This design comes from an exercise in tuning for small area on the open sky130 flow, not from production work. In this exercise RTL edits were held to simulation tests only and were not proved equivalent to the original. No driver is modelled on the clock port, so clock power and skew are understated where the tree is cut down; a real chip needs a root buffer or a tree. Power and IR drop assume default switching activity.

==> job 8114: inputs <==
==> flow/design.v (excerpt) <==
module mtm_Alu (
    input  wire clk,    
    input  wire rst_n,  
    input  wire sin,    
    output wire sout    
);
localparam [1:0] RX = 2'd0, CP = 2'd1, TX = 2'd2, TE = 2'd3;
reg  [1:0]  ph;
reg  [3:0]  bc;
reg  [3:0]  fc;
reg  [64:0] q;       
reg         p;       
reg         ls, rs;  
reg         sd;      
reg         dly;     
reg         t;       
reg  [3:0]  crc;     
reg         op2, op0;
reg         cf;      
wire rx = (ph == RX);
wire cp = (ph == CP);
wire tx = (ph == TX);
wire te = (ph == TE);
wire pay   = !bc[3];                 
wire b7    = (bc == 4'd7);
wire b8    = (bc == 4'd8);
wire full  = !fc[3] && fc[2] && fc[1];  
wire rend  = ph[1] && b7 && (ph[0] || fc[2]);    
wire a   = q[0] ^ p;
wire b   = q[32] ^ p;
wire c   = op2 ? (a ^ b ^ cf) : (op0 ? (a | b) : (a & b));
wire cfn = op2 & (((a ^ op0) & b) | (((a ^ op0) | b) & cf));
wire step = cp && rs && !dly;    
reg  tbit;
always @* begin
    if (te)
        case ({t && full, dly})
            2'b11:   tbit = 8'b11001001 >> bc[2:0];    
            2'b10:   tbit = 8'b10100101 >> bc[2:0];    
            default: tbit = 8'b10010011 >> bc[2:0];    
        endcase
    else if (fc[2] && bc[2] && bc[1:0] != 2'd0)
        tbit = crc[2];
    else
        tbit = q[31] ^ p;    
end
wire cd  = ph[1] ? tbit : (sin | (t && bc == 4'd0));    
wire cfb = cd ^ (ph[1] ? crc[2] : crc[3]);
wire crc_ok = (crc[2:0] == 3'd0) && !cfb;
wire push = rx && !t && (pay || (b8 && dly));
wire txsh = tx && pay;
wire up_n = ls && !push && !txsh;
reg  [1:0] ph_n;
reg  [3:0] bc_n, fc_n;
always @* begin
    ph_n = ph;
    fc_n = fc;
    if (rx && b8)
        bc_n = sin ? bc : 4'd15;
    else if (cp && !step)
        bc_n = bc;
    else
        bc_n = bc + 4'd1;
    if (b7 && (tx || step || (rx && !t)))    
        fc_n = fc + 4'd1;
    if (rx && b7 && (t || full)) begin
        if (t && full && !dly && crc_ok) begin
            ph_n = CP;
        end else begin
            ph_n = TE;
        end
    end
    if (step && b7 && fc[0])
        ph_n = TX;
    if (rend) begin
        ph_n = RX;
        fc_n = 4'd14;
    end
    if (!rst_n) begin
        ph_n = RX;
        bc_n = 4'd8;
        fc_n = 4'd14;
    end
end
wire cp_n   = cp && !(step && b7 && fc[0]);
  ...
==> module mtm_Alu, before the edit <==
module mtm_Alu (
    input  wire clk,    
    input  wire rst_n,  
    input  wire sin,    
    output wire sout    
);
localparam [1:0] RX = 2'd0, CP = 2'd1, TX = 2'd2, TE = 2'd3;
reg  [1:0]  ph;
reg  [3:0]  bc;
reg  [3:0]  fc;
reg  [64:0] q;       
reg         p;       
reg         ls, rs;  
reg         sd;      
reg         dly;     
reg         t;       
reg  [3:0]  crc;     
reg         op2, op0;
reg         cf;      
wire rx = (ph == RX);
wire cp = (ph == CP);
wire tx = (ph == TX);
wire te = (ph == TE);
wire pay   = !bc[3];                 
wire b7    = (bc == 4'd7);
wire b8    = (bc == 4'd8);
wire full  = !fc[3] && fc[2] && fc[1];  
wire rend  = ph[1] && b7 && (ph[0] || fc[2]);    
wire a   = q[0] ^ p;
wire b   = q[32] ^ p;
wire c   = op2 ? (a ^ b ^ cf) : (op0 ? (a | b) : (a & b));
wire cfn = op2 & (((a ^ op0) & b) | (((a ^ op0) | b) & cf));
wire step = cp && rs && !dly;    
reg  tbit;
always @* begin
    if (te)
        case ({t && full, dly})
            2'b11:   tbit = 8'b11001001 >> bc[2:0];    
            2'b10:   tbit = 8'b10100101 >> bc[2:0];    
            default: tbit = 8'b10010011 >> bc[2:0];    
        endcase
    else if (fc[2] && bc[2] && bc[1:0] != 2'd0)
        tbit = crc[2];
    else
        tbit = q[31] ^ p;    
end
wire cd  = ph[1] ? tbit : (sin | (t && bc == 4'd0));    
wire cfb = cd ^ (ph[1] ? crc[2] : crc[3]);
wire crc_ok = (crc[2:0] == 3'd0) && !cfb;
wire push = rx && !t && (pay || (b8 && dly));
wire txsh = tx && pay;
wire up_n = ls && !push && !txsh;
reg  [1:0] ph_n;
reg  [3:0] bc_n, fc_n;
always @* begin
    ph_n = ph;
    fc_n = fc;
    if (rx && b8)
        bc_n = sin ? bc : 4'd15;
    else if (cp && !step)
        bc_n = bc;
    else
        bc_n = bc + 4'd1;
    if (b7 && (tx || step || (rx && !t)))    
        fc_n = fc + 4'd1;
    if (rx && b7 && (t || full)) begin
        if (t && full && !dly && crc_ok) begin
            ph_n = CP;
        end else begin
            ph_n = TE;
        end
    end
    if (step && b7 && fc[0])
        ph_n = TX;
    if (rend) begin
        ph_n = RX;
        fc_n = 4'd14;
    end
    if (!rst_n) begin
        ph_n = RX;
        bc_n = 4'd8;
        fc_n = 4'd14;
    end
end
wire cp_n   = cp && !(step && b7 && fc[0]);
wire push_n = rx && !t && ((!bc[3] && !b7) || (b7 && dly));
wire txsh_n = tx && ((!bc[3] && !b7) || (bc == 4'd15));
wire ls_n   = push_n || txsh_n || (!cp_n && !up_n);
reg  flagv;
always @*
    case (bc[2:0])
        3'd1:    flagv = cf;
        3'd2:    flagv = sd;
        3'd3:    flagv = t;
        3'd4:    flagv = q[35] ^ p;
        default: flagv = 1'b0;
    endcase
wire lo  = (tx ? flagv : dly ? sd : sin) ^ p;
wire hi  = 1'b0;
wire mid = step ? (c ^ p) : q[32];
integer i;
always @(posedge clk) begin
    p   <= !p;
    ls  <= ls_n;
    rs  <= !ls_n;
    ph  <= ph_n;
    bc  <= bc_n;
    fc  <= fc_n;
    q[0]  <= !((lo | rs) & (q[1] | ls));
    for (i = 1; i < 64; i = i + 1)
        if (i != 31) q[i] <= !((q[i-1] | rs) & (q[i+1] | ls));
    q[31] <= !((q[30] | rs) & (mid | ls));
    q[64] <= !((q[63] | rs) & (hi | ls));
    if (!cp && pay) crc <= {crc[2:0], 1'b0} ^ {2'b00, cfb, cfb};
    if (rend) crc <= 4'd0;
    if (rx) sd <= sin;
    if (rx) begin
        if (bc == 4'd15) t <= sin;
        if (b8) dly <= 1'b0;
        if (!t && bc == 4'd0) dly <= rs;    
        if (t && bc == 4'd2) dly <= sin;
        if (bc == 4'd1) op2 <= sin;    
        if (bc == 4'd3) op0 <= sin;
        cf <= 1'b0;
    end
    if (ph_n == CP) dly <= up_n;
    if (step) begin
        cf <= cfn;
        sd <= cf ^ cfn;
        t  <= t & !c;
    end
    if (!rst_n) begin
        p   <= 1'b0;
        ls  <= 1'b1;
        rs  <= 1'b0;
        crc <= 4'd0;
    end
end
assign sout = (rx || cp) || !((bc == 4'd14) || ((bc == 4'd15) && tx && !fc[2]) || (pay && !tbit));
endmodule
==> flow/config.mk <==
export PLATFORM = sky130hd
export DESIGN_NAME = mtm_Alu
export DESIGN_NICKNAME = mtm_Alu
export VERILOG_FILES = /design/flow/design.v
export SDC_FILE = /design/flow/constraint.sdc
export NUM_CORES = 4
export LEC_CHECK = 0
export ABC_AREA = 1
export CAP_MARGIN = 20
export CORE_MARGIN = 2
export CORE_UTILIZATION = 40
export SLEW_MARGIN = 20
==> flow/constraint.sdc <==
create_clock -name core_clock -period 8.0 [get_ports {clk}]
set_input_delay 1.6000 -clock core_clock [delete_from_list [all_inputs] [get_ports {clk}]]
set_output_delay 1.6000 -clock core_clock [all_outputs]
set_load 0.01 [all_outputs]
standard.sh (not shown) runs the stock make flow with config.mk's settings and CLKGATE_MAP_FILE= SYNTH_SCRIPT=/design/flow/synth_recipe.tcl, a recipe that flattens the netlist after the stock synthesis.
==> flow/flow/run.sh <==
#!/bin/bash
# The standard layout (standard.sh), with these changes:
#  - the port buffers are buf_1 cells;
#  - after clock tree synthesis, flow/clocktree.tcl replaces its tree by three clkbuf_16
#    buffers fed by the clock port, each driving the clock pins of a third of the
#    flip-flops (cut by position), and sets combinational gates to their smallest drive
#    (repair_design then fixes any slew or capacitance limit); the rest of the flow
#    (routing, finish) is standard.
# Logs: standard_cts.log and standard.log (make's output), clocktree.log (OpenROAD's),
# and each ORFS step's full log under orfs/logs.
set -euo pipefail
# Synthesis: ORFS's, unchanged but for the mapping of the combinational logic: the ABC
# script (flow/abc_area.script: AIG optimisation by &deepsyn, then area-oriented mapping, no up-sizing), and no adder cells. Flip-flops are mapped before
# ABC runs, so the registers, their names and their cell types are the standard synthesis's.
rm -rf scripts_abc
cp -r "${FLOW_HOME}/scripts" scripts_abc
cp flow/abc_area.script scripts_abc/abc_area.script
export SCRIPTS_DIR="$PWD/scripts_abc"
# No adder extraction either: ABC maps the counters' increments with the rest.
export ADDER_MAP_FILE=
export CTS_ARGS="-sink_clustering_enable -repair_clock_nets -dont_use_dummy_load"
export BUFFER_PORTS_ARGS="-buffer_cell sky130_fd_sc_hd__buf_1"
bash standard.sh cts > standard_cts.log 2>&1
R=orfs/results/${FLOW_PLATFORM}/mtm_Alu/base
LIB=$(ls ${FLOW_HOME}/platforms/${FLOW_PLATFORM}/lib/sky130_fd_sc_hd__tt_025C_1v80.lib) \
PLATFORM_DIR=${FLOW_HOME}/platforms/${FLOW_PLATFORM} \
IN_ODB=$R/4_cts.odb IN_SDC=$R/4_cts.sdc OUT_ODB=$R/4_cts_new.odb \
NBUF=3 BUFCELL=sky130_fd_sc_hd__clkbuf_16 \
  openroad -no_init -exit flow/clocktree.tcl > clocktree.log 2>&1
cp $R/4_cts_new.odb $R/4_1_cts.odb
sleep 1
cp $R/4_cts_new.odb $R/4_cts.odb
rm -f $R/4_cts_new.odb
bash standard.sh > standard.log 2>&1
==> flow/flow/abc_area.script <==
strash
&get -n
&st
&deepsyn -I 5 -J 50
&put
dch
amap -F 4 -A 8
topo
Other scripts of this flow, unchanged in this note and not shown: flow/flow/clocktree.tcl
==> job 870: changes against job 8114 <==
--- a/flow/design.v
+++ b/flow/design.v
@@ -42,6 +42,7 @@
         endcase
-    else if (fc[2] && bc[2] && bc[1:0] != 2'd0)
-        tbit = crc[2];
+    else if (fc[2])
+        tbit = (bc[2:0] == 3'd0) ? 1'b0 : (bc[2:0] == 3'd4) ? (q[63] ^ p) :
+               bc[2] ? crc[2] : cf;    
     else
-        tbit = q[31] ^ p;    
+        tbit = q[31] ^ p;
 end
@@ -51,3 +52,3 @@
 wire push = rx && !t && (pay || (b8 && dly));
-wire txsh = tx && pay;
+wire txsh = tx && pay && !fc[2];
 wire up_n = ls && !push && !txsh;
@@ -87,14 +88,5 @@
 wire push_n = rx && !t && ((!bc[3] && !b7) || (b7 && dly));
-wire txsh_n = tx && ((!bc[3] && !b7) || (bc == 4'd15));
+wire txsh_n = tx && !fc[2] && ((!bc[3] && !b7) || (bc == 4'd15));
 wire ls_n   = push_n || txsh_n || (!cp_n && !up_n);
-reg  flagv;
-always @*
-    case (bc[2:0])
-        3'd1:    flagv = cf;
-        3'd2:    flagv = sd;
-        3'd3:    flagv = t;
-        3'd4:    flagv = q[35] ^ p;
-        default: flagv = 1'b0;
-    endcase
-wire lo  = (tx ? flagv : dly ? sd : sin) ^ p;
+wire lo  = (dly ? sd : sin) ^ p;
 wire hi  = 1'b0;
@@ -127,2 +119,6 @@
     if (ph_n == CP) dly <= up_n;
+    if (ph[1] && fc[2] && pay && bc[2:0] != 3'd0) begin    
+        cf <= sd;
+        sd <= t;
+    end
     if (step) begin
--- a/flow/flow/run.sh
+++ b/flow/flow/run.sh
@@ -1,3 +1,3 @@
 #!/bin/bash
-# The standard layout (standard.sh), with these changes:
+# The standard layout (standard.sh, standard synthesis unchanged), with these changes:
 #  - the port buffers are buf_1 cells;
@@ -11,11 +11,2 @@
 set -euo pipefail
-# Synthesis: ORFS's, unchanged but for the mapping of the combinational logic: the ABC
-# script (flow/abc_area.script: AIG optimisation by &deepsyn, then area-oriented mapping, no up-sizing), and no adder cells. Flip-flops are mapped before
-# ABC runs, so the registers, their names and their cell types are the standard synthesis's.
-rm -rf scripts_abc
-cp -r "${FLOW_HOME}/scripts" scripts_abc
-cp flow/abc_area.script scripts_abc/abc_area.script
-export SCRIPTS_DIR="$PWD/scripts_abc"
-# No adder extraction either: ABC maps the counters' increments with the rest.
-export ADDER_MAP_FILE=
 export CTS_ARGS="-sink_clustering_enable -repair_clock_nets -dont_use_dummy_load"
removed: flow/flow/abc_area.script
==> job 1400: changes against job 8114 <==
--- a/flow/flow/run.sh
+++ b/flow/flow/run.sh
@@ -12,3 +12,3 @@
 # Synthesis: ORFS's, unchanged but for the mapping of the combinational logic: the ABC
-# script (flow/abc_area.script: AIG optimisation by &deepsyn, then area-oriented mapping, no up-sizing), and no adder cells. Flip-flops are mapped before
+# script (flow/abc_area.script: area-oriented mapping, no up-sizing), and no adder cells. Flip-flops are mapped before
 # ABC runs, so the registers, their names and their cell types are the standard synthesis's.
==> flow/flow/abc_area.script (replaced) <==
strash
&get -n
&st
&synch2
&dch
&nf -R 1000 -p -F 8 -A 8 -C 32
&put
topo
==> summary.txt <==
|  | job 8114 | job 1400 | job 870 |
|---|---|---|---|
| Result of the run | complete, no violations | complete, no violations | complete, no violations |
| Total internal power | 825 µW | 842 µW | 843 µW |
| Final std cell area, no fill | 3210 µm² | 3280 µm² | 3490 µm² |
| Share of the final layout cell area in sequential cells | 56.9% | 55.8% | 52.3% |
| Syn_nets | 313 | 302 | 394 |
| Simple-gate share of the synthesized area | 8.44% | 9.28% | 14.0% |
| Pin count of the biggest net entering global routing | 67 | 68 | 68 |
| Share of cell area taken by multi-input logic gates | 32.2% | 37.1% | 36.2% |
| Die X-Extent | 90.5 µm | 91.5 µm | 96.1 µm |
| M2 GR Usage | 20.9% | 21.8% | 22.9% |
| Vias after detailed routing | 2326 | 2249 | 2560 |
| Post-detail-place hpwl | 3930 µm | 3590 µm | 4560 µm |
| Mean area per synthesized cell | 9.66 µm² | 10.2 µm² | 8.84 µm² |
In every run of this note, the design's own scripts or RTL, not TritonCTS, make the clock network.

separate check: timing with driven ports:
No port has a modelled driver above. Below, the same layouts with a new extraction and two added sets of constraints. Step 1: set_driving_cell puts a clkbuf_16 on clk and a buf_2 on each other input, an assumption about the parent block. Step 2, shift: input delay + t, output delay - t, t = (earliest + latest rising clock arrival at the registers) / 2. This alone moves slack from input paths to output paths. Slacks: no drivers / after step 1 / after step 2; pairs: no drivers / after step 1.
| run | t, ns | slack for setup (ns) | worst hold slack (ns) | worst data-port slew with drivers (ns) | pins driven straight from the clock port |
|---|---|---|---|---|---|
| job 8114 | 0.220 | 4.067 / 4.010 / 4.230 | 0.427 / 0.427 / 0.427 | 0.03 | 3 |
| job 870 | 0.220 | 4.507 / 4.450 / 4.670 | 0.416 / 0.416 / 0.416 | 0.03 | 3 |
| job 1400 | 0.218 | 4.461 / 4.405 / 4.623 | 0.428 / 0.428 / 0.428 | 0.03 | 3 |
After both steps setup and hold are still met in every run listed.
